From an optimization exercise on the open Yosys and OpenROAD flow, aimed at small area, a short achievable clock period and few clock cycles per item; shortcuts taken in it are not production practice. No functional check of the RTL was part of any run shown here. Power and IR drop assume default switching activity.

==> flow/run.sh <==
#!/bin/bash
# synth_recipe.tcl (not shown) runs the flow's synth.tcl, then flattens the netlist and writes it again
# the make line also repeats each setting of config.mk as NAME=value (left out here)
make -C /OpenROAD-flow-scripts/flow DESIGN_CONFIG=/design/flow/config.mk WORK_HOME=/design/flow/orfs CLKGATE_MAP_FILE= SYNTH_SCRIPT=/design/flow/synth_recipe.tcl finish
==> flow/config.mk <==
export PLATFORM = sky130hd
export DESIGN_NAME = unpipelined_divider
export DESIGN_NICKNAME = unpipelined_divider
export VERILOG_FILES = /design/flow/design.v
export SDC_FILE = /design/flow/constraint.sdc
export NUM_CORES = 4
export LEC_CHECK = 0
export CAP_MARGIN = 20
export CORE_MARGIN = 2
export CORE_UTILIZATION = 40
export SLEW_MARGIN = 20
==> flow/constraint.sdc <==
create_clock -name core_clock -period 4.0 [get_ports {clk}]
set_input_delay 0.8000 -clock core_clock [delete_from_list [all_inputs] [get_ports {clk}]]
set_output_delay 0.8000 -clock core_clock [all_outputs]
set_load 0.01 [all_outputs]
==> flow/design.v <==
module unpipelined_divider #
(
    parameter N = 32
)
(
    input wire [N-1:0] dividend,
    input wire [N-1:0] divisor,
    input wire start,
    input wire rst,
    input wire clk,
    output wire [N-1:0] quotient,
    output wire [N-1:0] remainder,
    output reg done
);
    reg [N-1:0] rem_reg;    
    reg [N-1:0] dq_reg;     
    reg [4:0]   cnt;        
    reg         busy;
    wire d_nz = |divisor;
    wire sk3 = (|divisor[31:24]) | (d_nz & ~(|dividend[31:8]));
    wire sk2 = (|divisor[31:16]) | (d_nz & ~(|dividend[31:16]));
    wire sk1 = (|divisor[31:8])  | (d_nz & ~(|dividend[31:24]));
    wire [1:0] sh = sk3 ? 2'd3 : sk2 ? 2'd2 : sk1 ? 2'd1 : 2'd0;
    wire [2*N-1:0] load = {{N{1'b0}}, dividend} << {sh, 3'b000};
    wire [N:0]   shifted = {rem_reg, dq_reg[N-1]};
    wire [N+1:0] diff    = {1'b0, shifted} - {2'b0, divisor};
    wire         ge      = ~diff[N+1];
    always @(posedge clk) begin
        if (start) begin
            rem_reg <= load[2*N-1:N];
            dq_reg  <= load[N-1:0];
        end else begin
            rem_reg <= ge ? diff[N-1:0] : shifted[N-1:0];
            dq_reg  <= {dq_reg[N-2:0], ge};
        end
    end
    always @(posedge clk or posedge rst) begin
        if (rst) begin
            busy <= 1'b0;
            done <= 1'b0;
            cnt  <= 5'd0;
        end else begin
            done <= busy && (cnt == 5'd31);
            if (start) begin
                busy <= 1'b1;
                cnt  <= {sh, 3'b000};
            end else if (busy) begin
                cnt <= cnt + 5'd1;
                if (cnt == 5'd31) busy <= 1'b0;
            end
        end
    end
    assign quotient  = dq_reg;
    assign remainder = rem_reg;
endmodule
==> results of run 1 <==
[placed cells by master, fill, tap and decap left out, types with 8 or more instances in the layout]
cell type and count:
mux2_2 8, a21oi_1 49, nor2_1 48, o21ai_0 31
clkbuf_16 9, o22ai_1 8, xnor2_1 20, a22o_1 8
xor2_1 12, clkdlybuf4s50_1 130, o2bb2ai_1 8, nand2_1 42
inv_1 42, nand3_1 8, mux2i_1 58, a21o_1 14
ha_1 34, buf_4 38, dfxtp_1 64, nor4_1 14
[per-layer routing]
metal / share of wire / routed length (um)
met1: 0.47 / 7700
met5: 0 / 0
met4: 0.020 / 319
met3: 0.052 / 842
met2: 0.46 / 7460
[final cells by class]
| cell class | count | area (um^2) | share of cell area |
|---|---|---|---|
| inverter | 42 | 158 | 0.0224 |
| clock buffer | 9 | 225 | 0.0320 |
| tap | 168 | 210 | 0.0298 |
| clock inverter | 7 | 120 | 0.0171 |
| sequential | 71 | 1460 | 0.207 |
| multi-input combinational | 449 | 3240 | 0.460 |
| timing repair buffer | 171 | 1630 | 0.232 |
[Yosys cell counts (4+ instances only)]
library cell	count
dfxtp_1	64
mux2i_1	58
a21oi_1	49
nor2_1	48
inv_1	42
nand2_1	42
ha_1	34
o21ai_0	31
xnor2_1	20
clkbuf_1	17
a21o_1	14
nor4_1	14
xor2_1	12
a22o_1	8
mux2_2	8
nand3_1	8
o22ai_1	8
o2bb2ai_1	8
a211oi_1	7
dfrtp_1	7
nand4_1	7
nor3_1	6
buf_2	5
nand2b_1	5
o31ai_1	5
a32oi_1	4
[metrics by stage]
| step | power (mW) | TNS (ns) |
|---|---|---|
| after global routing | 4.50 | 0 |
| after global placement | 3.26 | 0 |
| after floorplan | 2.41 | 0 |
| final | 4.22 | 0 |
| after detailed placement | 3.27 | -0.395 |
| after CTS | 4.22 | 0 |
[critical path: stages]
cell	delay [ns]
clkdlybuf4s50_1	0.48
inv_1	0.05
ha_1	0.35
o21ai_0	0.18
a2111oi_4	0.39
nor4_2	0.06
buf_4	0.15
a211oi_2	0.34
nor2_2	0.08
o211a_4	0.29
o21ba_1	0.26
buf_4	0.18
a32oi_1	0.20
o31ai_1	0.10
[worst min-delay path by stage]
stage	start	endpoint	slack (ns)	cells past startpoint
CTS	dq_reg[13]	dq_reg[14]	0.47	1
finish	dq_reg[8]	dq_reg[9]	0.47	1
detailed placement	dq_reg[7]	dq_reg[8]	0.45	1
global route	dq_reg[8]	dq_reg[9]	0.49	1
global placement	dq_reg[10]	dq_reg[11]	0.45	1
floorplan	dq_reg[9]	dq_reg[10]	0.49	1
[power breakdown]
group | switching, mW | internal [mW]
clock | 0.325 | 0.611
sequential | 0.155 | 0.860
combinational | 1.12 | 1.15
[cell families after synthesis]
family          Yosys count
fa+ha+maj                35
mux                      66
flops                    71
buf+inv                  69
simple gates            148
xor+xnor                 32
compound gates          168
==> results_dict.tcl, run 1 <==
set metrics [dict create \
    setup_viol 0 \
    reg2reg_from "rem_reg[1]" \
    drtIter0Drc 245 \
    numCtsBuffers 9 \
    async_flop_share 0.0986 \
    max_cap_viol_count 0 \
    avgSynthCellArea_um2 8.45 \
    antenna_found_initial 0 \
    num_antenna_cells 0 \
    grt_max_degree 60 \
    syn_nets 691 \
    power_leakage_nw 2.97 \
    use_met2 0.398 \
    netlist_instances 589 \
    synth_xor_area_frac 0.0563 \
    min_period_over_period 0.932 \
    powerDensity_nw_per_um2 599 \
    worst-slew-pin-transition_ns 0.946 \
    place_inst 901 \
    outcome "finished clean" \
    initial_core_util 0.413 \
    clk_pin_slew_ns 0.06 \
    synth_top_area_frac 0.257 \
    slew_headroom 0.364 \
    fin_area_um2 7040 \
    ios 132 \
    slew_violations 0 \
    cts_tree "done" \
    synth_cell_type_count 62 \
    drive_gt1_frac 0.103 \
    clock_skew_ns 0.00750 \
    whs_ns 0.471 \
    final_util 0.584 \
    timing.fmax_mhz 268 \
    synth_edf_count 0 \
    wl_per_cell_um 17.8 \
    yosys.area.top_type "dfxtp_1" \
    crit_required_ns 4.20 \
    busiest_layer "met2" \
    clk_latency_ns 0.34 \
    syn_area_um2 4980 \
    muxShareOfSynthArea 0.135 \
    fp.dieH_um 116 \
    synthFlopType "dfxtp_1" \
    worst_setup_path_start_kind "input port" \
    synth_simple_gate_area_frac 0.142 \
    routed_via_density 5.38 \
    period_minus_slack_ns 3.73 \
    antenna_left 0 \
    grt_pass1_wl_mm 25.7 \
    synth_top_family_by_area "compound AO/OA/AOI/OAI gates" \
    r2r_slack_ns 0.92 \
    drcViolationCount 0 \
    synth-seq-area-share 0.292 \
    routed_wl_mm 16.3 \
    num_rows 40 \
    critPathCapture "rem_reg[18]" \
    fill_cells 1114 \
    core-area_um2 12100 \
    vdd.ir_drop.worst_mv 0.225 \
    grtUsageMet3 0.0413 \
    met1_usage 0.340 \
    final_nets 846 \
    htreeDepth 3 \
    clk_root_buffer_cell "clkbuf_16" \
    dpl.hpwl_mm 13.1 \
    cp-end-kind "register" \
    hold_buffers 0 \
    die_w_um 116 \
    grt_pass1_vias 4918 \
    syn_to_final_growth_pct 41.5 \
    ys_seq_elements 71 \
    rr_worst_depth 12 \
    post_dp_cell_area_um2 6700 \
    instances_no_fill 917 \
    cts.sinks 71 \
    crit_fanout 6 \
    synth-compound-area-share 0.229 \
    rsz0062_at_grt "false" \
    ys_warn_count 1 \
    clock_path_buffers 2 \
    die-area_um2 13400 \
    synthAdderAreaFrac 0.0894 \
    dp_worst_setup_slack_ns -0.0572 \
    post_cts_buffers 0 \
    path_class "in -> reg" \
    grtUsageTotal 0.249 \
    gp_congestion 0.923 \
    ys_top_cells_by_area "dfxtp_1 26%, mux2i_1 12%, ha_1 8.5%, a21oi_1 4.9%, nor2_1 3.6%" \
    critPathArrivalTime_ns 3.92 \
    drt-pass1-iter-count 5 \
    hold_viol_final 0 \
    hp-class "reg -> reg" \
    fin_ws_ns 0.273 \
    grt_overflow 0 \
    ctsResizeCount 0 \
    io_buffers 131 \
    vias 4934 \
    rr_endpoint "rem_reg[18]" \
    setup.worst_path.start "divisor[3]" \
]
==> run 2: changes to the inputs <==
--- a/flow/config.mk
+++ b/flow/config.mk
@@ -8,4 +8,5 @@
 export CAP_MARGIN = 20
 export CORE_MARGIN = 2
 export CORE_UTILIZATION = 40
+export SETUP_SLACK_MARGIN = 2.0
 export SLEW_MARGIN = 20
==> run 2 against run 1 <==
Synthesized cell count unchanged. Design area increased by 22%. Non-clock buffer count increased by 60. Area after synthesis unchanged. Via count increased by 11%. Global-route usage increased by 4.4 points. Still clean on timing, DRC and antenna. Register-to-register slack improved by 0.23 ns. Wire length increased by 19%. Critical path depth increased by 1. First-iteration DRC count increased by 26%.
==> results_dict.tcl, run 2 <==
set metrics [dict create \
    outcome "finished clean" \
    async_flop_share 0.0986 \
    synth-compound-area-share 0.229 \
    gp_congestion 0.926 \
    muxShareOfSynthArea 0.135 \
    dpl.hpwl_mm 13.3 \
    crit_fanout 5 \
    clk_pin_slew_ns 0.06 \
    timing.fmax_mhz 328 \
    cts_tree "done" \
    synth_edf_count 0 \
    worst-slew-pin-transition_ns 0.805 \
    ys_warn_count 1 \
    tns_ns 0 \
    grtUsageTotal 0.293 \
    num_antenna_cells 0 \
    max_cap_viol_count 0 \
    min_period_over_period 0.761 \
    synth-seq-area-share 0.292 \
    core-area_um2 12100 \
    worst_path_max_delay_cell "a2111oi_4" \
    grt_pass1_wl_mm 29.8 \
    initial_core_util 0.413 \
    synthFlopType "dfxtp_1" \
    numCtsBuffers 9 \
    synth_cell_type_count 62 \
    seqPwrFrac 0.214 \
    path_class "in -> reg" \
    routed_via_density 5.58 \
    synth_common_cells "64 x dfxtp_1, 58 x mux2i_1, 49 x a21oi_1, 48 x nor2_1" \
    antenna_found_initial 0 \
    final_nets 907 \
    netlist_instances 589 \
    hp-class "reg -> reg" \
    max_stage_delay_ns 0.40 \
    power_leakage_nw 3.69 \
    syn_area_um2 4980 \
    cp-end-kind "register" \
    synth_top_family_by_area "compound AO/OA/AOI/OAI gates" \
    post_dp_cell_area_um2 6830 \
    vias 5457 \
    synthAdderAreaFrac 0.0894 \
    htreeDepth 3 \
    wl_per_cell_um 19.9 \
    clock_skew_ns 0.00649 \
    grt_overflow 0 \
    final_common_cell "buf_4" \
    ios 132 \
    worst_setup_path_start_kind "input port" \
    setup_viol 0 \
    rsz0062_at_grt "true" \
    cts.sinks 71 \
    yosys.area.top_type "dfxtp_1" \
    synth_simple_gate_area_frac 0.142 \
    clockPowerShare 0.181 \
    vdd.ir_drop.worst_mv 0.272 \
    hold_viol_final 0 \
    powerDensity_nw_per_um2 584 \
    drt-pass1-iter-count 4 \
    die-area_um2 13400 \
    p_sw_frac 0.396 \
    drive_gt1_frac 0.398 \
    p_int_mw 3.03 \
    fin_area_um2 8580 \
    synth_top_area_frac 0.257 \
    period_minus_slack_ns 3.05 \
    avgSynthCellArea_um2 8.45 \
    clk_root_buffer_cell "clkbuf_16" \
    layout_common_cells "77 x buf_4, 70 x dlygate4sd2_1, 46 x dfxtp_1, 44 x nor2_1, 41 x a21oi_1" \
    syn_nets 691 \
    power_mw 5.01 \
    crit_required_ns 4.19 \
    syn_to_final_growth_pct 72.2 \
    grt_max_degree 64 \
    die_w_um 116 \
    synth_xor_area_frac 0.0563 \
    drcViolationCount 0 \
    drtIter0Drc 308 \
    ys_seq_elements 71 \
    io_buffers 131 \
    slew_violations 0 \
    yosysMostFrequentCell "dfxtp_1" \
    p_sw_mw 1.99 \
    routed_wl_mm 19.5 \
    clock_path_buffers 2 \
    grt_pass1_vias 5491 \
    num_rows 40 \
    critPathArrivalTime_ns 3.24 \
    antenna_left 0 \
    hold_buffers 0 \
    ys_top_cells_by_area "dfxtp_1 26%, mux2i_1 12%, ha_1 8.5%, a21oi_1 4.9%, nor2_1 3.6%" \
    slew_headroom 0.463 \
    fp.dieH_um 116 \
    clk_latency_ns 0.35 \
    p_comb_frac 0.605 \
    crit_chain "buf_8, inv_8, ha_4, nand4_4, a2111oi_4, nor4_4, a211oi_4, nor2_2, o211a_4, o21bai_4, buf_6, buf_12, buf_16, mux2i_2, o22ai_1" \
]
[run 2: cell counts after synthesis]
No cell type changed its count.
[run 2: path summary, 6_finish.rpt]
check                           start         end  slack, ns  cells after the start
min                        dq_reg[11]  dq_reg[12]       0.47                      1
max reg2reg                rem_reg[6]  rem_reg[8]       1.15                     13
min in group asynchronous         rst      cnt[2]       0.68                      2
min reg2reg                dq_reg[11]  dq_reg[12]       0.47                      1
max in group asynchronous         rst      cnt[4]       3.11                      2
max                        divisor[6]  rem_reg[8]       0.95                     15
[run 2: cell type report]
type,count,area [um^2]
Sequential cell,71,1480
Multi-Input combinational cell,450,4270
Timing Repair Buffer,231,2110
Inverter,42,180
Tap cell,168,210
Clock inverter,7,103
Fill cell,942,3480
Clock buffer,9,225
[run 2: per-stage QoR]
stage	worst slack, ns	instances	util	hold WS, ns
CTS	1.00	970	0.697	0.466
global route	0.855	978	0.711	0.484
global placement	0.142	884	0.567	0.454
finish	0.955	978	0.711	0.471
floorplan	0.969	589	-	0.490
detailed placement	0.0995	884	0.567	0.448
[run 2: per-layer routing]
layer  routed length (um)  GRT usage
met4                  587      0.120
met1                 8620      0.376
met5                    0          0
met3                 1180     0.0575
met2                 9090      0.483
[run 2: power by group through the flow]
stage | Combinational (mW) | Sequential (mW) | Clock, mW
4_1_cts | 2.81 | 1.06 | 0.918
5_1_grt | 3.23 | 1.09 | 0.954
3_5_place_dp | 2.26 | 1.04 | 0
6_report | 3.03 | 1.07 | 0.909
3_3_place_gp | 2.24 | 1.04 | 0
2_1_floorplan | 1.48 | 1.05 | 0
[run 2: what timing repair did]
item                                    in CTS  in global routing
resized for setup                          389                 41
cloned                                       6                  0
setup buffers                               64                  8
pin swaps                                   68                 18
endpoints found under the setup margin     131                 67
[run 2: kinds of logic (layout without fill, tap and decap cells)]
family,after synthesis,in the layout
adders and majority gates,35,35
muxes,66,66
DFF,71,71
AOI/OAI and AO/OA,168,169
and+or+nand+nor,148,148
buffers and inverters,69,289
xor gates and xnor gates,32,32
[run 2: worst max-delay path, delay by kind of cell]
family	cells	cell delay (ns)
AO/OA/AOI/OAI	5	1.21
adder cells (fa/ha/maj)	1	0.28
buffers and inverters	5	0.47
multiplexers	1	0.20
AND/OR/NAND/NOR	3	0.28
==> run 3: changes to the inputs <==
--- a/flow/config.mk
+++ b/flow/config.mk
@@ -8,5 +8,5 @@
 export CAP_MARGIN = 20
 export CORE_MARGIN = 2
 export CORE_UTILIZATION = 40
-export SETUP_SLACK_MARGIN = 2.0
+export SETUP_SLACK_MARGIN = 1.0
 export SLEW_MARGIN = 20
==> run 3 against run 2 <==
Hold slack worse by 0.0039 ns. Sequential share of layout area increased by 0.35 points. Sequential cell count is the same. Synthesized cell count did not move. Global-route usage fell by 1.6 points. Area after synthesis unchanged. Critical path type unchanged. Clock skew up 0.0029 ns. Die area is the same.
==> results_dict.tcl, run 3 <==
set metrics [dict create \
    slew_violations 0 \
    tns_ns 0 \
    clock_path_buffers 2 \
    fill_cells 947 \
    setup_viol 0 \
    synth_cell_type_count 62 \
    avgSynthCellArea_um2 8.45 \
    ys_top_cells_by_area "dfxtp_1 26%, mux2i_1 12%, ha_1 8.5%, a21oi_1 4.9%, nor2_1 3.6%" \
    routed_via_density 5.60 \
    clk_latency_ns 0.34 \
    wl_per_cell_um 19.2 \
    timing.fmax_mhz 326 \
    clockPowerShare 0.187 \
    synthFlopType "dfxtp_1" \
    netlist_instances 589 \
    rr_worst_depth 13 \
    htreeDepth 3 \
    slew_headroom 0.497 \
    hp-class "reg -> reg" \
    num_antenna_cells 0 \
    cp-end-kind "register" \
    p_comb_frac 0.604 \
    clock_skew_ns 0.00943 \
    hold_viol_final 0 \
    vdd.ir_drop.worst_mv 0.250 \
    grtUsageTotal 0.277 \
    clk_pin_slew_ns 0.06 \
    antenna_found_initial 0 \
    gp_congestion 0.897 \
    routed_wl_mm 18.6 \
    whs_ns 0.467 \
    drtIter0Drc 303 \
    crit_fanout 5 \
    worstHoldStart "dq_reg[8]" \
    power_mw 5.06 \
    yosys.area.top_type "dfxtp_1" \
    drcViolationCount 0 \
    async_flop_share 0.0986 \
    die_w_um 116 \
    reg2reg_from "rem_reg[6]" \
    initial_core_util 0.413 \
    setup.worst_path.start "divisor[8]" \
    rr_endpoint "rem_reg[10]" \
    io_buffers 131 \
    syn_area_um2 4980 \
    outcome "finished clean" \
    path_class "in -> reg" \
    final_common_cell "clkdlybuf4s50_1" \
    core-area_um2 12100 \
    p_sw_frac 0.376 \
    r2r_slack_ns 1.10 \
    cts_tree "done" \
    synth_common_cells "64 x dfxtp_1, 58 x mux2i_1, 49 x a21oi_1, 48 x nor2_1" \
    vias 5406 \
    p_sw_mw 1.90 \
    fp.dieH_um 116 \
    grt_pass1_wl_mm 28.7 \
    holdPathStages 1 \
    antenna_left 0 \
    max_cap_viol_count 0 \
    fin_area_um2 8260 \
    yosysMostFrequentCell "dfxtp_1" \
    worst_setup_path_start_kind "input port" \
    critPathArrivalTime_ns 3.27 \
    seqPwrFrac 0.209 \
    drt-pass1-iter-count 5 \
    syn_nets 691 \
    worst-slew-pin-transition_ns 0.755 \
    ys_warn_count 1 \
    power_leakage_nw 3.43 \
    grt_pass1_vias 5482 \
    synth_top_area_frac 0.257 \
    worstHoldEndpoint "dq_reg[9]" \
    hold_buffers 0 \
    rsz0062_at_grt "true" \
    ys_seq_elements 71 \
    die-area_um2 13400 \
    num_rows 40 \
    cts.sinks 71 \
    final_nets 894 \
    layout_common_cells "83 x clkdlybuf4s50_1, 74 x buf_4, 64 x dfxtp_1, 45 x a21oi_1, 45 x nor2_1" \
    clk_root_buffer_cell "clkbuf_16" \
    numCtsBuffers 9 \
    grt_overflow 0 \
    synth_edf_count 0 \
    crit_required_ns 4.20 \
    post_dp_cell_area_um2 6750 \
    grt_max_degree 64 \
    ios 132 \
    syn_to_final_growth_pct 66.0 \
    p_int_mw 3.16 \
    synth-seq-area-share 0.292 \
    drive_gt1_frac 0.297 \
    powerDensity_nw_per_um2 612 \
    dpl.hpwl_mm 13.0 \
    period_minus_slack_ns 3.07 \
    min_period_over_period 0.768 \
]
==> run 3: cell counts after synthesis <==
No cell type changed its count.
==> run 3: power by group through the flow <==
stage                     Combinational, mW  Clock [mW]  Sequential (mW)
after global placement                 2.22           0             1.04
after CTS                              2.85       0.950             1.05
after global routing                   3.28       0.978             1.08
after floorplan                        1.46           0             1.05
final                                  3.06       0.944             1.06
after detailed placement               2.24           0             1.04
==> run 3: worst max-delay path, stage by stage <==
cell and delay [ns]:
buf_8 0.08, inv_6 0.03, ha_4 0.27, nand4_4 0.11
a2111oi_4 0.41, nor4_4 0.11, a211oi_4 0.29, nor2_2 0.10
o211a_4 0.27, o21bai_4 0.16, buf_6 0.12, buf_12 0.11
buf_16 0.12, mux2i_1 0.18, o22ai_1 0.08
==> run 3: worst max-delay path by stage <==
stage                   to  depth (start not counted)
3_5_place_dp   rem_reg[30]                         13
3_3_place_gp   rem_reg[30]                         13
4_1_cts        rem_reg[10]                         15
2_1_floorplan  rem_reg[31]                         12
5_1_grt        rem_reg[10]                         15
6_report       rem_reg[10]                         15
==> run 3: cell type report <==
cell class / count / area [um^2] / share of cell area
repair buffers: 219 / 2100 / 0.254
clock inverters: 5 / 106 / 0.0129
well taps: 168 / 210 / 0.0254
clock buffers: 11 / 243 / 0.0294
inverters: 42 / 173 / 0.0209
flip-flops and latches: 71 / 1460 / 0.176
multi-input cells: 449 / 3980 / 0.481
==> run 3: kinds of logic (layout without fill, tap and decap cells) <==
logic type,Yosys count,count (layout),synth area share
buf+inv,69,277,0.0563
simple gates,148,148,0.142
fa+ha+maj,35,35,0.0894
flops,71,71,0.292
compound gates,168,168,0.229
mux,66,66,0.135
xor+xnor,32,32,0.0563
==> run 3: per-layer routing <==
| metal | GRT usage | routed length [um] | up-vias |
|---|---|---|---|
| met3 | 0.0544 | 1170 | 49 |
| li1 | - | - | 2556 |
| met5 | 0 | 0 | - |
| met4 | 0.117 | 653 | 0 |
| met1 | 0.361 | 8050 | 2565 |
| met2 | 0.448 | 8690 | 236 |
==> run 3: timing repair <==
action / in CTS / in global routing
buffers inserted: 45 / 11
endpoints found under the setup margin: 58 / 55
pin swaps: 50 / 29
gates cloned: 4 / 0
gates resized for setup: 160 / 63
==> run 3: per-stage QoR <==
step,setup slack (ns),instances,util
6_report,0.930,965,0.685
5_1_grt,0.843,965,0.685
4_1_cts,0.915,954,0.659
3_5_place_dp,0.112,889,0.560
3_3_place_gp,0.147,889,0.560
2_1_floorplan,0.969,589,-
==> run 4: changes to the inputs <==
==> flow/flow/run.sh (new file) <==
#!/bin/bash
# The standard layout, except that the port buffers are the library's
# smallest plain buffer instead of the delay cell buffer_ports picks.
set -euo pipefail
export BUFFER_PORTS_ARGS="-buffer_cell sky130_fd_sc_hd__buf_1"
bash standard.sh > standard.log 2>&1
==> flow/standard.sh (new file) <==
#!/bin/bash
# synth_recipe.tcl (not shown) runs the flow's synth.tcl, then flattens the netlist and writes it again
# the make line also repeats each setting of config.mk as NAME=value (left out here)
make -C /OpenROAD-flow-scripts/flow DESIGN_CONFIG=/design/flow/config.mk WORK_HOME=/design/flow/orfs CLKGATE_MAP_FILE= SYNTH_SCRIPT=/design/flow/synth_recipe.tcl "${@:-finish}"
--- a/flow/config.mk
+++ b/flow/config.mk
@@ -8,5 +8,4 @@
 export CAP_MARGIN = 20
 export CORE_MARGIN = 2
 export CORE_UTILIZATION = 40
-export SETUP_SLACK_MARGIN = 1.0
 export SLEW_MARGIN = 20
removed: flow/run.sh
==> run 4 against run 3 <==
Critical path type unchanged. Synthesized cell count stayed put. Count of clock-buffer cells in the layout is 1 higher. Sequential share of layout area increased by 6.2 points. Combinational power fell by 36%. Largest cell class unchanged. Hold slack got worse by 0.11 ns. Wire length decreased by 17%.
==> results_dict.tcl, run 4 <==
set metrics [dict create \
    period_minus_slack_ns 3.54 \
    routed_wl_mm 15.3 \
    whs_ns 0.359 \
    netlist_instances 589 \
    ctsResizeCount 0 \
    numCtsBuffers 9 \
    grt_pass1_wl_mm 24.4 \
    cts.sinks 71 \
    dpl.hpwl_mm 12.3 \
    max_stage_delay_ns 0.53 \
    ios 132 \
    hold_viol_final 0 \
    htreeDepth 3 \
    setup_viol 0 \
    core-area_um2 12100 \
    die-area_um2 13400 \
    drt-pass1-iter-count 5 \
    grt_overflow 0 \
    fill_cells 1214 \
    synth_cell_type_count 62 \
    antenna_found_initial 0 \
    ys_warn_count 1 \
    power_leakage_nw 2.57 \
    powerDensity_nw_per_um2 621 \
    antenna_left 0 \
    avgSynthCellArea_um2 8.45 \
    hp-class "in -> async" \
    worst_setup_path_start_kind "input port" \
    yosysMostFrequentCell "dfxtp_1" \
    num_rows 40 \
    grt_pass1_vias 4739 \
    synthFlopType "dfxtp_1" \
    drive_gt1_frac 0.0867 \
    max_cap_viol_count 0 \
    synth_edf_count 0 \
    die_w_um 116 \
    drtIter0Drc 399 \
    clk_pin_slew_ns 0.06 \
    crit_required_ns 4.23 \
    clock_skew_ns 0.0122 \
    hold_buffers 0 \
    outcome "finished clean" \
    tns_ns 0 \
    num_antenna_cells 0 \
    crit_chain "buf_1, inv_1, ha_1, a21oi_1, a21boi_0, nor4_2, a211oi_2, nor2_2, o211a_4, o21ba_1, buf_4, a32oi_1, o31ai_1" \
    ys_top_cells_by_area "dfxtp_1 26%, mux2i_1 12%, ha_1 8.5%, a21oi_1 4.9%, nor2_1 3.6%" \
    wl_per_cell_um 16.9 \
    vdd.ir_drop.worst_mv 0.242 \
    worst-slew-pin-transition_ns 0.806 \
    post_cts_buffers 0 \
    yosys.area.top_type "dfxtp_1" \
    slew_violations 0 \
    gp_congestion 0.974 \
    crit_fanout 14 \
    timing.fmax_mhz 282 \
    path_class "in -> reg" \
    grt_max_degree 52 \
    worst_path_max_delay_cell "o21ba_1" \
    slew_headroom 0.459 \
    grtUsageTotal 0.233 \
    routed_via_density 5.48 \
    syn_nets 691 \
    rsz0062_at_grt "false" \
    min_period_over_period 0.885 \
    initial_core_util 0.413 \
    synth_top_area_frac 0.257 \
    syn_to_final_growth_pct 22.7 \
    ys_seq_elements 71 \
    final_common_cell "buf_1" \
    cp-end-kind "register" \
    cts_tree "done" \
    syn_area_um2 4980 \
    clk_root_buffer_cell "clkbuf_16" \
    critPathArrivalTime_ns 3.77 \
    fp.dieH_um 116 \
    final_nets 835 \
    clk_latency_ns 0.34 \
    layout_common_cells "130 x buf_1, 64 x dfxtp_1, 58 x mux2i_1, 49 x a21oi_1, 48 x nor2_1" \
    drcViolationCount 0 \
    synth_common_cells "64 x dfxtp_1, 58 x mux2i_1, 49 x a21oi_1, 48 x nor2_1" \
    clock_path_buffers 2 \
    async_flop_share 0.0986 \
    vias 4963 \
    synth-seq-area-share 0.292 \
    io_buffers 131 \
]
-- run 4: cell counts after synthesis --
Identical to the previous run, type by type.
-- run 4: layer usage --
layer	wire length [um]	global-route usage	part of all wire	vias to the layer above
li1	-	-	-	2439
met1	7080	0.327	0.46	2316
met2	6880	0.367	0.45	195
met3	1210	0.0513	0.079	13
met4	155	0.0506	0.010	0
met5	0	0	0	-
-- run 4: path summary, 6_finish.rpt --
kind / from / depth (start not counted) / endpoint / slack [ns]
min reg2reg: dq_reg[10] / 1 / dq_reg[11] / 0.46
max in group asynchronous: rst / 2 / cnt[3] / 3.43
min: rst / 2 / cnt[2] / 0.36
min in group core_clock: dq_reg[10] / 1 / dq_reg[11] / 0.46
max reg2reg: dq_reg[31] / 14 / rem_reg[30] / 0.72
max: divisor[7] / 13 / rem_reg[22] / 0.46
-- run 4: power by group --
| part | total [mW] | switching (mW) | internal, mW |
|---|---|---|---|
| registers | 0.996 | 0.136 | 0.860 |
| clock network | 0.856 | 0.295 | 0.561 |
| logic | 1.95 | 1.09 | 0.853 |
-- run 4: worst max-delay path, delay by kind of cell --
kind,cells,cell delay [ns]
compound gates,7,1.57
fa+ha+maj,1,0.38
buf+inv,3,0.41
simple gates,2,0.62
-- run 4: logic make-up (layout without fill, tap and decap cells) --
logic type | count (synthesis) | count (layout) | share of synthesized area
AOI/OAI and AO/OA | 168 | 168 | 0.229
adders and majority gates | 35 | 35 | 0.0894
muxes | 66 | 66 | 0.135
buffers and inverters | 69 | 218 | 0.0563
and+or+nand+nor | 148 | 148 | 0.142
DFF | 71 | 71 | 0.292
xor gates and xnor gates | 32 | 32 | 0.0563
-- run 4: through the flow --
stage / instances / setup WS [ns] / total power [mW] / area, um^2 / util
final: 906 / 0.459 / 3.80 / 6110 / 0.507
after global routing: 906 / 0.235 / 4.07 / 6110 / 0.507
after CTS: 906 / 0.473 / 3.80 / 6110 / 0.506
after detailed placement: 890 / 0.130 / 2.93 / 5790 / 0.480
after global placement: 890 / 0.198 / 2.91 / 5790 / 0.480
after floorplan: 589 / 0.741 / 2.41 / 4980 / -
-- run 4: area by class of cell --
type                       instances  area, um^2  area share
clock buffer                      12         246      0.0403
inverter                          42         158      0.0258
multi-input combinational        449        3250       0.531
tap                              168         210      0.0344
clock inverter                     4        70.1      0.0115
sequential                        71        1460       0.238
timing repair buffer             160         723       0.118
==> run 5: changes to the inputs <==
==> flow/design.v (replaced) <==
module unpipelined_divider #
(
    parameter N = 32
)
(
    input wire [N-1:0] dividend,
    input wire [N-1:0] divisor,
    input wire start,
    input wire rst,
    input wire clk,
    output wire [N-1:0] quotient,
    output wire [N-1:0] remainder,
    output reg done
);
    reg [N-1:0] rem_reg;    
    reg [N-1:0] dq_reg;     
    reg [4:0]   cnt;        
    reg         busy;
    wire [N-1:0] r_in = start ? {N{1'b0}} : rem_reg;
    wire [N-1:0] q_in = start ? dividend : dq_reg;
    wire [N:0]   shifted = {r_in, q_in[N-1]};
    wire [N+1:0] diff    = {1'b0, shifted} - {2'b0, divisor};
    wire         ge      = ~diff[N+1];
    always @(posedge clk) begin
        rem_reg <= ge ? diff[N-1:0] : shifted[N-1:0];
        dq_reg  <= {q_in[N-2:0], ge};
    end
    always @(posedge clk or posedge rst) begin
        if (rst) begin
            busy <= 1'b0;
            done <= 1'b0;
            cnt  <= 5'd0;
        end else begin
            done <= busy && (cnt == 5'd31);
            if (start) begin
                busy <= 1'b1;
                cnt  <= 5'd1;
            end else if (busy) begin
                cnt <= cnt + 5'd1;
                if (cnt == 5'd31) busy <= 1'b0;
            end
        end
    end
    assign quotient  = dq_reg;
    assign remainder = rem_reg;
endmodule
==> flow/run.sh (new file) <==
#!/bin/bash
# synth_recipe.tcl (not shown) runs the flow's synth.tcl, then flattens the netlist and writes it again
# the make line also repeats each setting of config.mk as NAME=value (left out here)
make -C /OpenROAD-flow-scripts/flow DESIGN_CONFIG=/design/flow/config.mk WORK_HOME=/design/flow/orfs CLKGATE_MAP_FILE= SYNTH_SCRIPT=/design/flow/synth_recipe.tcl finish
removed: flow/flow/run.sh
removed: flow/standard.sh
==> run 5 against run 4 <==
Die area fell by 9.4%. Synthesized cell count fell by 21%. Hold slack better by 0.13 ns. Worst setup slack gained 0.0064 ns. Via count is 25% lower. Wire length down 28%. Register-to-register slack improved by 0.29 ns.
==> results_dict.tcl, run 5 <==
set metrics [dict create \
    outcome "finished clean" \
    hold_buffers 0 \
    wl_per_cell_um 14.7 \
    vias 3733 \
    post_cts_buffers 0 \
    grt_max_degree 36 \
    path_class "in -> reg" \
    timing.fmax_mhz 283 \
    io_buffers 131 \
    synth-compound-area-share 0.159 \
    hp-class "reg -> reg" \
    ys_warn_count 1 \
    grtUsageTotal 0.186 \
    num_antenna_cells 0 \
    ctsResizeCount 0 \
    ys_top_cells_by_area "dfxtp_1 28%, ha_1 9.5%, mux2_2 9.0%, mux2_4 7.3%, nor2b_1 5.3%" \
    cts.sinks 71 \
    crit_fanout 35 \
    min_period_over_period 0.884 \
    yosysMostFrequentCell "dfxtp_1" \
    synth_edf_count 0 \
    max_stage_delay_ns 0.62 \
    layout_common_cells "130 x clkdlybuf4s50_1, 64 x dfxtp_1, 38 x nor2b_1, 36 x inv_1, 36 x mux2_2" \
    die-area_um2 12100 \
    synth_xor_area_frac 0.0623 \
    vdd.ir_drop.worst_mv 0.244 \
    core-area_um2 10900 \
    final_nets 708 \
    synth_cell_type_count 50 \
    final_util 0.574 \
    avgSynthCellArea_um2 9.69 \
    whs_ns 0.485 \
    crit_chain "clkdlybuf4s50_1, inv_1, ha_1, nor2b_1, o2111ai_1, a21oi_2, a311oi_2, o21ai_4, a31oi_4, nor2_8, mux2_2" \
    drive_gt1_frac 0.170 \
    drtIter0Drc 135 \
    worst-slew-pin-transition_ns 0.750 \
    rsz0062_at_grt "false" \
    power_mw 1.75 \
    worst_path_max_delay_cell "nor2_8" \
    clk_root_buffer_cell "clkbuf_8" \
    muxShareOfSynthArea 0.175 \
    yosys.area.top_type "dfxtp_1" \
    cts_tree "done" \
    slew_headroom 0.500 \
    max_cap_viol_count 0 \
    antenna_left 0 \
    gp_congestion 0.857 \
    power_leakage_nw 2.84 \
    synth_top_area_frac 0.285 \
    drcViolationCount 0 \
    clk_pin_slew_ns 0.08 \
    fp.dieH_um 110 \
    setup_viol 0 \
    clk_latency_ns 0.35 \
    critPathArrivalTime_ns 3.78 \
    num_rows 38 \
    antenna_found_initial 0 \
    grt_overflow 0 \
    period_minus_slack_ns 3.53 \
    dpl.hpwl_mm 8.58 \
    cp_top_family "compound AO/OA/AOI/OAI gates" \
    slew_violations 0 \
    synth-seq-area-share 0.324 \
    fill_cells 1017 \
    hold_viol_final 0 \
    drt-pass1-iter-count 4 \
    synthFlopType "dfxtp_1" \
    crit_required_ns 4.25 \
    netlist_instances 464 \
    routed_wl_mm 11.0 \
    syn_nets 566 \
    die_w_um 110 \
    synthAdderAreaFrac 0.0991 \
    routed_via_density 4.97 \
    synth_simple_gate_area_frac 0.129 \
    syn_area_um2 4500 \
    grt_pass1_vias 3761 \
    cp-end-kind "register" \
    async_flop_share 0.0986 \
    clock_path_buffers 2 \
    synth_common_cells "64 x dfxtp_1, 38 x nor2b_1, 36 x inv_1, 36 x mux2_2, 34 x ha_1" \
    final_common_cell "clkdlybuf4s50_1" \
    grt_pass1_wl_mm 17.7 \
    ys_seq_elements 71 \
    ios 132 \
    initial_core_util 0.413 \
    tns_ns 0 \
    numCtsBuffers 9 \
    clock_skew_ns 0.00507 \
    worst_setup_path_start_kind "input port" \
    powerDensity_nw_per_um2 281 \
    path_buf_inv 2 \
    syn_to_final_growth_pct 38.9 \
    htreeDepth 3 \
    synth_top_family_by_area "multiplexers" \
]
==> run 5: changes by cell type in the layout (fill, tap and decap cells not counted), moves of 25 or more <==
cell and change:
buf_1 -130, nor2b_1 +35, mux2i_1 -53, nor2_1 -25, clkdlybuf4s50_1 +130, mux2_2 +28
==> run 5: cells by family after synthesis <==
kind of cell / Yosys count
AND/OR/NAND/NOR: 109
AO/OA/AOI/OAI: 102
flip-flops: 71
multiplexers: 63
buffers and inverters: 52
adder cells (fa/ha/maj): 35
XOR/XNOR: 32
==> run 5: cell type report <==
cell class / instances / area [um^2] / share of cell area
tap: 140 / 175 / 0.0281
clock buffer: 11 / 141 / 0.0226
clock inverter: 5 / 81.3 / 0.0130
timing repair buffer: 147 / 1450 / 0.232
multi-input combinational: 341 / 2800 / 0.449
inverter: 36 / 135 / 0.0216
sequential: 71 / 1460 / 0.233
==> run 5: routing by layer <==
| metal | global-route usage | share of wire | vias up |
|---|---|---|---|
| met5 | 0 | 0 | - |
| met4 | 0.0705 | 0.010 | 0 |
| met3 | 0.0294 | 0.034 | 11 |
| met2 | 0.309 | 0.50 | 64 |
| met1 | 0.243 | 0.46 | 1761 |
| li1 | - | - | 1897 |
==> run 5: worst paths after layout <==
kind,start,endpoint,slack [ns],cells past startpoint
setup / recovery,divisor[1],rem_reg[6],0.47,11
hold / removal,dq_reg[1],dq_reg[2],0.49,1
setup reg to reg,rem_reg[0],rem_reg[6],1.01,10
hold reg to reg,dq_reg[1],dq_reg[2],0.49,1
max in group asynchronous,rst,cnt[3],3.13,2
min in group asynchronous,rst,cnt[0],0.66,2
==> run 5: metrics by stage <==
step | instances | worst slack [ns] | instance area, um^2
after floorplan | 464 | 0.329 | 4500
after global placement | 735 | 0.155 | 6020
after detailed placement | 735 | 0.0728 | 6020
after CTS | 751 | 0.458 | 6240
after global routing | 751 | 0.242 | 6240
final | 751 | 0.466 | 6240
==> run 5: report_power, final <==
part	switching, mW	internal (mW)	leakage (nW)	total (mW)
Sequential	0.0210	0.747	0.616	0.768
Combinational	0.131	0.198	2.12	0.329
Clock	0.287	0.368	0.110	0.655
==> run 6: changes to the inputs <==
==> flow/design.v (replaced) <==
module unpipelined_divider #
(
    parameter N = 32
)
(
    input wire [N-1:0] dividend,
    input wire [N-1:0] divisor,
    input wire start,
    input wire rst,
    input wire clk,
    output wire [N-1:0] quotient,
    output wire [N-1:0] remainder,
    output reg done
);
    reg [N-1:0] rem_reg;    
    reg [N-1:0] dq_reg;     
    reg [4:0]   cnt;        
    reg         busy;
    wire d_nz = |divisor;
    wire sk3 = (|divisor[31:24]) | (d_nz & ~(|dividend[31:8]));
    wire sk2 = (|divisor[31:16]) | (d_nz & ~(|dividend[31:16]));
    wire sk1 = (|divisor[31:8])  | (d_nz & ~(|dividend[31:24]));
    wire [1:0] sh = sk3 ? 2'd3 : sk2 ? 2'd2 : sk1 ? 2'd1 : 2'd0;
    wire [2*N-1:0] load = {{N{1'b0}}, dividend} << {sh, 3'b000};
    wire [N:0] t = {rem_reg, dq_reg[N-1]};
    wire [N-1:0] r_step;
    wire ge;
    div_step #(.N(N)) step (.t(t), .divisor(divisor), .r(r_step), .ge(ge));
    always @(posedge clk) begin
        if (start) begin
            rem_reg <= load[2*N-1:N];
            dq_reg  <= load[N-1:0];
        end else begin
            rem_reg <= r_step;
            dq_reg  <= {dq_reg[N-2:0], ge};
        end
    end
    always @(posedge clk or posedge rst) begin
        if (rst) begin
            busy <= 1'b0;
            done <= 1'b0;
            cnt  <= 5'd0;
        end else begin
            done <= busy && (cnt == 5'd31);
            if (start) begin
                busy <= 1'b1;
                cnt  <= {sh, 3'b000};
            end else if (busy) begin
                cnt <= cnt + 5'd1;
                if (cnt == 5'd31) busy <= 1'b0;
            end
        end
    end
    assign quotient  = dq_reg;
    assign remainder = rem_reg;
endmodule
module div_step #(parameter N = 32) (
    input  wire [N:0]   t,
    input  wire [N-1:0] divisor,
    output wire [N-1:0] r,
    output wire         ge
);
    wire [N+1:0] diff = {1'b0, t} - {2'b0, divisor};
    assign ge = ~diff[N+1];
    assign r  = ge ? diff[N-1:0] : t[N-1:0];
endmodule
==> flow/flow/run.sh (new file) <==
#!/bin/bash
# The standard layout, with the port buffers set to the library's smallest
# plain buffer (buffer_ports otherwise picks a delay cell) and the settings
# below passed to the ORFS make.
set -euo pipefail
export BUFFER_PORTS_ARGS="-buffer_cell sky130_fd_sc_hd__buf_1"

bash standard.sh > standard.log 2>&1
==> flow/standard.sh (new file) <==
#!/bin/bash
# synth_recipe.tcl (not shown) runs the flow's synth.tcl, then flattens the netlist and writes it again
# the make line also repeats each setting of config.mk as NAME=value (left out here)
make -C /OpenROAD-flow-scripts/flow DESIGN_CONFIG=/design/flow/config.mk WORK_HOME=/design/flow/orfs CLKGATE_MAP_FILE= SYNTH_SCRIPT=/design/flow/synth_recipe.tcl "${@:-finish}"
--- a/flow/config.mk
+++ b/flow/config.mk
@@ -8,4 +8,6 @@
 export CAP_MARGIN = 20
 export CORE_MARGIN = 2
 export CORE_UTILIZATION = 40
+export CTS_BUF_LIST = sky130_fd_sc_hd__clkbuf_4 sky130_fd_sc_hd__clkbuf_8
+export SETUP_SLACK_MARGIN = 1.0
 export SLEW_MARGIN = 20
removed: flow/run.sh
==> run 6 against run 5 <==
Still clean. Hold slack lost 0.15 ns. Clock power grew 11%. Maximum frequency grew 18%. Synthesized cell count grew 36%. Wire length grew 49%. Sequential share of layout area grew 0.44 points. Clock skew grew 0.0023 ns. Largest cell class unchanged. Highest routed layer unchanged.
==> results_dict.tcl, run 6 <==
set metrics [dict create \
    vias 5304 \
    critPathArrivalTime_ns 3.24 \
    num_rows 41 \
    yosys.area.top_type "dfxtp_1" \
    ios 132 \
    cts_tree "done" \
    synthFlopType "dfxtp_1" \
    grt_pass1_wl_mm 26.2 \
    die-area_um2 14000 \
    worst_setup_path_start_kind "input port" \
    io_buffers 131 \
    numCtsBuffers 9 \
    synth_top_area_frac 0.246 \
    timing.fmax_mhz 333 \
    path_class "in -> reg" \
    netlist_instances 633 \
    antenna_left 0 \
    wl_per_cell_um 17.7 \
    syn_nets 735 \
    hold_buffers 0 \
    slew_headroom 0.333 \
    powerDensity_nw_per_um2 391 \
    reg2reg_from "rem_reg[20]" \
    outcome "finished clean" \
    grt_max_degree 50 \
    fin_ws_ns 0.995 \
    period_minus_slack_ns 3.00 \
    avgSynthCellArea_um2 8.24 \
    htreeDepth 3 \
    synth_common_cells "64 x dfxtp_1, 61 x nand2_1, 49 x a21oi_1, 47 x nor2_1, 43 x inv_1" \
    setup.worst_path.start "divisor[4]" \
    ys_top_cells_by_area "dfxtp_1 25%, ha_1 8.2%, mux2i_1 7.9%, a21oi_1 4.7%, nand2_1 4.4%" \
    grtUsageTotal 0.229 \
    yosysMostFrequentCell "dfxtp_1" \
    final_nets 857 \
    fp.dieH_um 118 \
    syn_to_final_growth_pct 17.5 \
    power_mw 2.40 \
    ys_seq_elements 71 \
    cts.sinks 71 \
    grt_overflow 0 \
    async_flop_share 0.0986 \
    instances_no_fill 932 \
    dp_worst_setup_slack_ns 0.552 \
    routed_wl_mm 16.5 \
    gp_congestion 0.926 \
    hp-class "in -> async" \
    synth-seq-area-share 0.279 \
    place_inst 914 \
    crit_fanout 9 \
    power_leakage_nw 2.38 \
    final_common_cell "buf_1" \
    antenna_found_initial 0 \
    drtIter0Drc 341 \
    core-area_um2 12700 \
    synth_edf_count 0 \
    clk_root_buffer_cell "clkbuf_8" \
    clock_path_buffers 2 \
    tns_ns 0 \
    num_antenna_cells 0 \
    drive_gt1_frac 0.0921 \
    post_dp_cell_area_um2 5800 \
    routed_via_density 5.69 \
    drt-pass1-iter-count 5 \
    die_w_um 118 \
    cp-end-kind "register" \
    worst-slew-pin-transition_ns 0.999 \
    grt_pass1_vias 5098 \
    drcViolationCount 0 \
    min_period_over_period 0.751 \
    fin_area_um2 6130 \
    hold_viol_final 0 \
    syn_area_um2 5220 \
    initial_core_util 0.412 \
    clk_pin_slew_ns 0.08 \
    slew_violations 0 \
    rsz0062_at_grt "true" \
    synth_cell_type_count 74 \
    ys_warn_count 1 \
    max_cap_viol_count 0 \
    clk_latency_ns 0.35 \
    layout_common_cells "130 x buf_1, 64 x dfxtp_1, 61 x nand2_1, 47 x nor2_1, 46 x a21oi_1" \
    crit_required_ns 4.24 \
    setup_viol 0 \
    vdd.ir_drop.worst_mv 0.176 \
    dpl.hpwl_mm 12.6 \
    clock_skew_ns 0.00737 \
]
run 6: cell count changes after synthesis, moves of 11 or more:
cell       before  now
o21ai_1         2   24
nand2_1        21   61
o2bb2ai_1       0   11
nor2_1         23   47
mux2_4         22    0
nor2b_1        38    3
a21oi_1        32   49
mux2i_1         5   41
nor4_1          0   12
mux2_2         36    7
run 6: cell type report:
| cell class | count | area (um^2) |
|---|---|---|
| Fill cell | 1300 | 6540 |
| Tap cell | 172 | 215 |
| Clock buffer | 11 | 145 |
| Clock inverter | 5 | 105 |
| Sequential cell | 71 | 1460 |
| Multi-Input combinational cell | 490 | 3480 |
| Inverter | 43 | 161 |
| Timing Repair Buffer | 140 | 564 |
run 6: worst max-delay path, cell delays in order:
cell       delay (ns)
buf_1            0.08
inv_1            0.05
ha_1             0.37
a21oi_2          0.17
o21ai_1          0.15
o2111ai_1        0.37
a21oi_2          0.15
o31a_1           0.32
buf_4            0.20
nand2_4          0.14
a31oi_1          0.09
or3_1            0.35
run 6: worst paths after layout:
path,cells past startpoint,end,slack (ns)
hold / removal,2,cnt[2],0.34
max in group asynchronous,2,cnt[1],3.44
setup reg to reg,10,rem_reg[23],1.20
hold reg to reg,1,dq_reg[12],0.47
setup / recovery,12,rem_reg[23],1.0
min in group core_clock,1,dq_reg[12],0.47
run 6: stage by stage:
stage / util / hold WS (ns)
floorplan: - / 0.480
global placement: 0.458 / 0.437
detailed placement: 0.458 / 0.444
CTS: 0.479 / 0.345
global route: 0.484 / 0.368
finish: 0.484 / 0.339
run 6: where the power goes:
part           switching [mW]  total (mW)  leakage (nW)  internal, mW
sequential             0.0576       0.828         0.610         0.770
clock                   0.287       0.725         0.119         0.438
combinational           0.509       0.843          1.65         0.334
run 6: metal layers:
| layer | vias to the layer above | global-route usage | part of all wire |
|---|---|---|---|
| met1 | 2526 | 0.316 | 0.47 |
| met5 | - | 0 | 0 |
| met4 | 0 | 0.0745 | 0.018 |
| met2 | 196 | 0.353 | 0.45 |
| met3 | 23 | 0.0536 | 0.071 |
| li1 | 2559 | - | - |
run 6: what timing repair did:
action / CTS / global route
buffers inserted: 1 / 0
pin swaps: 1 / 6
gates resized for setup: 6 / 12
setup endpoints to repair: 7 / 51
gates cloned: 0 / 1
run 6: cell families (layout without fill, tap and decap cells):
| family | count (synthesis) | after routing | share of synthesized area |
|---|---|---|---|
| compound gates | 195 | 195 | 0.245 |
| xor+xnor | 27 | 27 | 0.0453 |
| fa+ha+maj | 35 | 35 | 0.0854 |
| flops | 71 | 71 | 0.279 |
| mux | 49 | 49 | 0.0959 |
| simple gates | 183 | 184 | 0.182 |
| buf+inv | 73 | 199 | 0.0671 |
==> run 7: changes to the inputs <==
--- a/flow/design.v
+++ b/flow/design.v
@@ -60,7 +60,29 @@
     output wire [N-1:0] r,
     output wire         ge
 );
-    wire [N+1:0] diff = {1'b0, t} - {2'b0, divisor};
-    assign ge = ~diff[N+1];
-    assign r  = ge ? diff[N-1:0] : t[N-1:0];
+    wire [N-1:0] p = ~(t[N-1:0] ^ divisor);
+    wire [N-1:0] g0 = t[N-1:0] & ~divisor;
+    wire [N-1:0] gi = {g0[N-1:1], g0[0] | p[0]};
+    wire [N-1:0] G [0:5];
+    wire [N-1:0] P [0:5];
+    assign G[0] = gi;
+    assign P[0] = p;
+    genvar l, i;
+    generate
+        for (l = 0; l < 5; l = l + 1) begin : lvl
+            for (i = 0; i < N; i = i + 1) begin : bitp
+                if (i >= (1 << l)) begin : comb
+                    assign G[l+1][i] = G[l][i] | (P[l][i] & G[l][i - (1 << l)]);
+                    assign P[l+1][i] = P[l][i] & P[l][i - (1 << l)];
+                end else begin : pass
+                    assign G[l+1][i] = G[l][i];
+                    assign P[l+1][i] = P[l][i];
+                end
+            end
+        end
+    endgenerate
+    wire [N-1:0] cin  = {G[5][N-2:0], 1'b1};
+    wire [N-1:0] diff = p ^ cin;
+    assign ge = t[N] | G[5][N-1];
+    assign r  = ge ? diff : t[N-1:0];
 endmodule
==> run 7 against run 6 <==
Via count decreased by 5.8%. Sequential share of layout area down 1.1 points. Global-route usage about the same. Area after synthesis shrank 3.8%. Critical endpoint is now rem_reg[1]. Largest cell class unchanged. Design area increased by 4.7%. Still clean on timing, DRC and antenna. Die area is 3.7% lower. Critical path depth stayed put. First-iteration DRC count rose by 30%. Hold slack worse by 0.015 ns. Wire length down 4.0%.
==> results_dict.tcl, run 7 <==
set metrics [dict create \
    outcome "finished clean" \
    ys_warn_count 2 \
    power_leakage_nw 2.82 \
    drcViolationCount 0 \
    cts.sinks 71 \
    wl_per_cell_um 17.5 \
    synth-seq-area-share 0.290 \
    grt_pass1_wl_mm 24.3 \
    grt_max_degree 40 \
    rsz0062_at_grt "true" \
    die_w_um 116 \
    clk_root_buffer_cell "clkbuf_8" \
    syn_area_um2 5020 \
    core-area_um2 12100 \
    synth_cell_type_count 66 \
    synthFlopType "dfxtp_1" \
    hp-class "in -> async" \
    grtUsageTotal 0.230 \
    worst-slew-pin-transition_ns 0.836 \
    num_rows 40 \
    drive_gt1_frac 0.161 \
    async_flop_share 0.0986 \
    gp_congestion 0.927 \
    numCtsBuffers 9 \
    grt_overflow 0 \
    routed_wl_mm 15.8 \
    final_common_cell "buf_1" \
    drtIter0Drc 443 \
    slew_headroom 0.439 \
    fp.dieH_um 116 \
    path_class "in -> reg" \
    syn_nets 690 \
    initial_core_util 0.414 \
    setup_viol 0 \
    critPathArrivalTime_ns 3.19 \
    avgSynthCellArea_um2 8.54 \
    routed_via_density 5.53 \
    clock_skew_ns 0.00958 \
    synth_top_area_frac 0.255 \
    slew_violations 0 \
    crit_fanout 7 \
    ys_seq_elements 71 \
    hold_viol_final 0 \
    die-area_um2 13500 \
    clk_latency_ns 0.36 \
    yosysMostFrequentCell "dfxtp_1" \
    powerDensity_nw_per_um2 331 \
    place_inst 872 \
    fill_cells 1184 \
    dpl.hpwl_mm 12.1 \
    antenna_found_initial 0 \
    worst_setup_path_start_kind "input port" \
    cp-end-kind "register" \
    instances_no_fill 903 \
    clock_path_buffers 2 \
    syn_to_final_growth_pct 27.8 \
    htreeDepth 3 \
    final_nets 832 \
    hold_buffers 0 \
    min_period_over_period 0.727 \
    cts_tree "done" \
    io_buffers 131 \
    timing.fmax_mhz 344 \
    vias 4994 \
    crit_required_ns 4.28 \
    num_antenna_cells 0 \
    ios 132 \
    synth_common_cells "64 x dfxtp_1, 52 x a21oi_1, 47 x mux2i_1, 46 x nor2_1, 38 x inv_1" \
    max_cap_viol_count 0 \
    clk_pin_slew_ns 0.08 \
    period_minus_slack_ns 2.91 \
    grt_pass1_vias 4826 \
    synth_edf_count 0 \
    vdd.ir_drop.worst_mv 0.162 \
    netlist_instances 588 \
    antenna_left 0 \
    layout_common_cells "124 x buf_1, 64 x dfxtp_1, 47 x mux2i_1, 45 x a21oi_1, 44 x nor2_1" \
    drt-pass1-iter-count 5 \
    yosys.area.top_type "dfxtp_1" \
    ys_top_cells_by_area "dfxtp_1 26%, mux2i_1 9.4%, ha_1 8.5%, a21oi_1 5.2%, dfrtp_1 3.5%" \
    tns_ns 0 \
]
-- run 7: cell types whose count changed in the layout (fill, tap and decap cells not counted), sizes merged, moves of 7 or more --
cell | previous run | this run
nand2b | 2 | 9
nand2 | 64 | 35
o31ai | 2 | 10
and2 | 4 | 11
nand3 | 13 | 4
buf | 139 | 158
o21ai | 50 | 23
-- run 7: metal layers --
metal	vias to the layer above	share of wire	global-route usage
li1	2449	-	-
met1	2368	0.47	0.314
met2	150	0.47	0.372
met3	27	0.045	0.0387
met4	0	0.021	0.0706
met5	-	0	0
-- run 7: worst paths after layout --
path / start / depth (start not counted) / to / slack (ns)
worst max-delay path: divisor[5] / 12 / rem_reg[1] / 1.09
worst min-delay path: rst / 2 / cnt[0] / 0.32
worst max register to register: dq_reg[31] / 14 / rem_reg[1] / 1.15
worst min register to register: dq_reg[9] / 1 / dq_reg[10] / 0.46
max in group asynchronous: rst / 2 / busy / 3.47
min in group core_clock: dq_reg[9] / 1 / dq_reg[10] / 0.46
-- run 7: cell type report --
| class | count | area, um^2 | share of cell area |
|---|---|---|---|
| well taps | 168 | 210 | 0.0328 |
| clock inverters | 5 | 57.6 | 0.00897 |
| clock buffers | 11 | 145 | 0.0226 |
| repair buffers | 161 | 803 | 0.125 |
| multi-input cells | 448 | 3590 | 0.559 |
| inverters | 39 | 156 | 0.0244 |
| flip-flops and latches | 71 | 1460 | 0.227 |
-- run 7: cell families after synthesis --
| logic type | Yosys count | share of synthesized area |
|---|---|---|
| AO/OA/AOI/OAI | 177 | 0.250 |
| XOR/XNOR | 29 | 0.0506 |
| adder cells (fa/ha/maj) | 35 | 0.0887 |
| buffers and inverters | 69 | 0.0593 |
| flip-flops | 71 | 0.290 |
| multiplexers | 57 | 0.116 |
| AND/OR/NAND/NOR | 150 | 0.145 |
-- run 7: timing repair --
action	CTS	global route
resized for setup	21	44
pin swaps	13	17
cloned	1	0
setup buffers	9	5
endpoints found under the setup margin	37	34
-- run 7: power by group --
group	switching [mW]	internal (mW)	leakage [nW]	total, mW
Sequential	0.0469	0.755	0.610	0.802
Combinational	0.411	0.319	2.10	0.731
Clock	0.280	0.312	0.107	0.592
-- run 7: per-stage QoR --
step | power (mW) | cell area [um^2] | utilization | setup WS [ns] | hold slack [ns]
floorplan | 1.26 | 5100 | - | 0.893 | 0.487
global placement | 1.44 | 5790 | 0.478 | 0.417 | 0.445
detailed placement | 1.45 | 5790 | 0.478 | 0.328 | 0.449
CTS | 2.07 | 6180 | 0.510 | 0.988 | 0.330
global route | 2.23 | 6420 | 0.530 | 0.950 | 0.349
finish | 2.12 | 6420 | 0.530 | 1.09 | 0.323
-- run 7: critical path, cell delays in order --
cell and delay (ns):
buf_6 0.10, inv_8 0.03, ha_4 0.22, a2111o_1 0.37, o2111a_2 0.31, a211oi_4 0.32
o22ai_2 0.13, o21ai_4 0.19, buf_12 0.15, buf_12 0.13, mux2_4 0.30, mux2i_1 0.14
==> run 8: changes to the inputs <==
--- a/flow/design.v
+++ b/flow/design.v
@@ -17,11 +17,15 @@
     reg [4:0]   cnt;        
     reg         busy;
     wire d_nz = |divisor;
-    wire sk3 = (|divisor[31:24]) | (d_nz & ~(|dividend[31:8]));
-    wire sk2 = (|divisor[31:16]) | (d_nz & ~(|dividend[31:16]));
-    wire sk1 = (|divisor[31:8])  | (d_nz & ~(|dividend[31:24]));
-    wire [1:0] sh = sk3 ? 2'd3 : sk2 ? 2'd2 : sk1 ? 2'd1 : 2'd0;
-    wire [2*N-1:0] load = {{N{1'b0}}, dividend} << {sh, 3'b000};
+    wire sk7 = (|divisor[31:28]) | (d_nz & ~(|dividend[31:4]));
+    wire sk6 = (|divisor[31:24]) | (d_nz & ~(|dividend[31:8]));
+    wire sk5 = (|divisor[31:20]) | (d_nz & ~(|dividend[31:12]));
+    wire sk4 = (|divisor[31:16]) | (d_nz & ~(|dividend[31:16]));
+    wire sk3 = (|divisor[31:12]) | (d_nz & ~(|dividend[31:20]));
+    wire sk2 = (|divisor[31:8]) | (d_nz & ~(|dividend[31:24]));
+    wire sk1 = (|divisor[31:4]) | (d_nz & ~(|dividend[31:28]));
+    wire [2:0] sh = sk7 ? 3'd7 : sk6 ? 3'd6 : sk5 ? 3'd5 : sk4 ? 3'd4 : sk3 ? 3'd3 : sk2 ? 3'd2 : sk1 ? 3'd1 : 3'd0;
+    wire [2*N-1:0] load = {{N{1'b0}}, dividend} << {sh, 2'b00};
     wire [N:0] t = {rem_reg, dq_reg[N-1]};
     wire [N-1:0] r_step;
     wire ge;
@@ -44,7 +48,7 @@
             done <= busy && (cnt == 5'd31);
             if (start) begin
                 busy <= 1'b1;
-                cnt  <= {sh, 3'b000};
+                cnt  <= {sh, 2'b00};
             end else if (busy) begin
                 cnt <= cnt + 5'd1;
                 if (cnt == 5'd31) busy <= 1'b0;
@@ -71,9 +75,9 @@
     generate
         for (l = 0; l < 5; l = l + 1) begin : lvl
             for (i = 0; i < N; i = i + 1) begin : bitp
-                if (i >= (1 << l)) begin : comb
-                    assign G[l+1][i] = G[l][i] | (P[l][i] & G[l][i - (1 << l)]);
-                    assign P[l+1][i] = P[l][i] & P[l][i - (1 << l)];
+                if ((i >> l) & 1) begin : comb
+                    assign G[l+1][i] = G[l][i] | (P[l][i] & G[l][((i >> l) << l) - 1]);
+                    assign P[l+1][i] = P[l][i] & P[l][((i >> l) << l) - 1];
                 end else begin : pass
                     assign G[l+1][i] = G[l][i];
                     assign P[l+1][i] = P[l][i];
@@ -83,6 +87,6 @@
     endgenerate
     wire [N-1:0] cin  = {G[5][N-2:0], 1'b1};
     wire [N-1:0] diff = p ^ cin;
-    assign ge = t[N] | G[5][N-1];
-    assign r  = ge ? diff : t[N-1:0];
+    assign       ge   = t[N] | G[5][N-1];
+    assign r = ge ? diff : t[N-1:0];
 endmodule
==> run 8 against run 7 <==
Critical path type unchanged. Clock skew fell by 0.0023 ns. Worst setup slack worse by 0.33 ns. Still clean. Via count up 7.4%. Clock power is 3% higher. Critical path depth is 1 higher.
==> results_dict.tcl, run 8 <==
set metrics [dict create \
    grt_pass1_wl_mm 28.2 \
    routed_via_density 5.77 \
    critPathArrivalTime_ns 3.47 \
    syn_nets 680 \
    muxShareOfSynthArea 0.166 \
    clockPowerShare 0.156 \
    fin_ws_ns 0.761 \
    slew_headroom 0.525 \
    htreeDepth 3 \
    yosys.area.top_type "dfxtp_1" \
    synth_common_cells "74 x mux2i_1, 64 x dfxtp_1, 44 x inv_1, 34 x nor2_1, 33 x ha_1" \
    rr_endpoint "rem_reg[20]" \
    hold_buffers 0 \
    vias 5363 \
    synthFlopType "dfxtp_1" \
    initial_core_util 0.411 \
    timing.fmax_mhz 309 \
    powerDensity_nw_per_um2 521 \
    grt_pass1_vias 5171 \
    clk_latency_ns 0.36 \
    vdd.ir_drop.worst_mv 0.235 \
    power_leakage_nw 3.04 \
    core-area_um2 12600 \
    p_int_mw 2.31 \
    worst_path_max_delay_cell "or4_4" \
    routed_wl_mm 18.6 \
    num_rows 41 \
    seqPwrFrac 0.260 \
    antenna_left 0 \
    drtIter0Drc 474 \
    p_sw_mw 1.59 \
    synth_cell_type_count 68 \
    whs_ns 0.330 \
    synth_top_family_by_area "compound AO/OA/AOI/OAI gates" \
    die-area_um2 13900 \
    synth_simple_gate_area_frac 0.133 \
    cp-end-kind "register" \
    final_nets 857 \
    rsz0062_at_grt "true" \
    drt-pass1-iter-count 5 \
    dp_worst_setup_slack_ns 0.0839 \
    synthAdderAreaFrac 0.0990 \
    grt_max_degree 44 \
    clk_root_buffer_cell "clkbuf_8" \
    crit_required_ns 4.23 \
    antenna_found_initial 0 \
    synth_top_area_frac 0.247 \
    final_common_cell "buf_1" \
    netlist_instances 575 \
    rr_worst_depth 14 \
    io_buffers 131 \
    dpl.hpwl_mm 13.2 \
    worst-slew-pin-transition_ns 0.713 \
    max_stage_delay_ns 0.60 \
    drcViolationCount 0 \
    synth_edf_count 0 \
    max_cap_viol_count 0 \
    period_minus_slack_ns 3.24 \
    numCtsBuffers 9 \
    p_sw_frac 0.408 \
    ys_top_cells_by_area "dfxtp_1 25%, mux2i_1 14%, ha_1 8.0%, dfrtp_1 3.4%, inv_1 3.2%" \
    syn_area_um2 5180 \
    path_class "in -> reg" \
    post_dp_cell_area_um2 5960 \
    crit_fanout 7 \
    fin_area_um2 7500 \
    clk_pin_slew_ns 0.08 \
    tns_ns 0 \
    layout_common_cells "119 x buf_1, 64 x dfxtp_1, 44 x buf_4, 43 x inv_1, 30 x nand2_1" \
    async_flop_share 0.0986 \
    ys_seq_elements 71 \
    synth_xor_area_frac 0.0422 \
    wl_per_cell_um 20.1 \
    r2r_slack_ns 0.94 \
    synth-compound-area-share 0.211 \
    p_comb_frac 0.585 \
    slew_violations 0 \
    outcome "finished clean" \
    clock_skew_ns 0.00731 \
    avgSynthCellArea_um2 9.02 \
    hold_viol_final 0 \
    final_util 0.594 \
    yosysMostFrequentCell "mux2i_1" \
    syn_to_final_growth_pct 44.6 \
    reg2reg_from "dq_reg[31]" \
    synth-seq-area-share 0.281 \
    ys_warn_count 2 \
    setup_viol 0 \
    ios 132 \
    min_period_over_period 0.810 \
    crit_chain "buf_8, or4_4, nor4_4, buf_4, a2111oi_4, nor4b_4, buf_6, buf_12, mux2i_4, mux2_4, nor3_1, a31oi_1, o31ai_1" \
    num_antenna_cells 0 \
    grt_overflow 0 \
    worst_setup_path_start_kind "input port" \
    die_w_um 118 \
    fp.dieH_um 118 \
    drive_gt1_frac 0.292 \
    cts_tree "done" \
    cts.sinks 71 \
    gp_congestion 0.924 \
    hp-class "in -> async" \
    grtUsageTotal 0.255 \
    clock_path_buffers 2 \
]
==> run 8: critical path: cells and delay by family <==
kind | cells | cell delay [ns]
muxes | 2 | 0.49
AOI/OAI and AO/OA | 3 | 0.35
buffers and inverters | 4 | 0.64
and+or+nand+nor | 4 | 1.18
==> run 8: worst max path at each step <==
| stage | to | startpoint | slack [ns] | cells after the start |
|---|---|---|---|---|
| floorplan | rem_reg[26] | divisor[0] | 0.68 | 14 |
| global placement | rem_reg[5] | dividend[31] | 0.03 | 11 |
| detailed placement | rem_reg[5] | dividend[31] | 0.08 | 11 |
| CTS | rem_reg[6] | divisor[3] | 0.82 | 12 |
| global route | rem_reg[14] | divisor[31] | 0.67 | 13 |
| finish | rem_reg[14] | divisor[0] | 0.76 | 13 |
==> run 8: metrics by stage <==
step	power, mW	instances
2_1_floorplan	2.26	575
3_3_place_gp	2.67	867
3_5_place_dp	2.69	867
4_1_cts	3.70	917
5_1_grt	4.15	929
6_report	3.90	929
==> run 8: cell type report <==
| class | count | area (um^2) |
|---|---|---|
| multi-input cells | 429 | 4200 |
| well taps | 172 | 215 |
| inverters | 45 | 169 |
| repair buffers | 196 | 1250 |
| clock buffers | 11 | 151 |
| clock inverters | 5 | 56.3 |
| fillers | 1130 | 5120 |
| flip-flops and latches | 71 | 1460 |
==> run 8: power by group through the flow <==
stage               Clock, mW  Combinational, mW  Sequential (mW)
floorplan                   0               1.21             1.05
CTS                     0.610               2.08             1.01
finish                  0.608               2.28             1.01
global placement            0               1.65             1.02
detailed placement          0               1.67             1.02
global route            0.639               2.47             1.04
==> run 8: metal layers <==
layer  track usage  part of all wire  vias up
li1              -                 -     2484
met1         0.356              0.45     2604
met2         0.398              0.45      233
met3        0.0402             0.064       42
met4        0.0911             0.033        0
met5             0                 0        -
==> run 8: cell families after synthesis <==
group,Yosys count
XOR/XNOR,25
AO/OA/AOI/OAI,155
adder cells (fa/ha/maj),38
flip-flops,71
multiplexers,84
buffers and inverters,75
AND/OR/NAND/NOR,127
==> run 8: timing repair <==
item / in CTS / in global routing
pin swaps: 20 / 40
setup buffers: 27 / 12
gates resized for setup: 93 / 93
endpoints found under the setup margin: 62 / 60
cloned: 7 / 0

==> static timing again, ports no longer ideal <==
In the flow no input, the clock included, has a driving cell. The finished layouts below were timed again as built, in two steps.
Step 1 assumes that a clkbuf_16 drives the clock port and a buf_2 every other input.
Step 2 adds t to the input delays and takes it off the output delays; t is the mean of the earliest and latest rising clock arrival at the registers after step 1. Input paths then give back, and output paths get back, about the clock's delay inside the block.
a / b / c = no drivers / after step 1 / after step 2; a / b = the first two.
run | t (ns) | slack for setup (ns) | latest minus earliest clock arrival (ns) | slew at the worst register clock pin (ns) | worst slew at a driven data input, ns
run 1 | 0.375 | 0.273 / 0.277 / -0.098 | 0.007 / 0.008 | 0.06 / 0.06 | 0.05
run 2 | 0.384 | 0.955 / 0.945 / 0.562 | 0.006 / 0.007 | 0.06 / 0.06 | 0.05
run 3 | 0.380 | 0.930 / 0.918 / 0.538 | 0.010 / 0.010 | 0.06 / 0.06 | 0.05
run 4 | 0.367 | 0.459 / 0.471 / 0.104 | 0.012 / 0.012 | 0.06 / 0.06 | 0.05
run 5 | 0.385 | 0.466 / 0.463 / 0.079 | 0.005 / 0.005 | 0.08 / 0.08 | 0.05
run 6 | 0.378 | 0.995 / 1.004 / 0.627 | 0.008 / 0.007 | 0.08 / 0.08 | 0.05
run 7 | 0.384 | 1.092 / 1.080 / 0.696 | 0.010 / 0.009 | 0.08 / 0.08 | 0.05
run 8 | 0.390 | 0.761 / 0.755 / 0.365 | 0.008 / 0.008 | 0.08 / 0.08 | 0.05
Met with ideal ports but missed after step 2: setup timing in run 1.
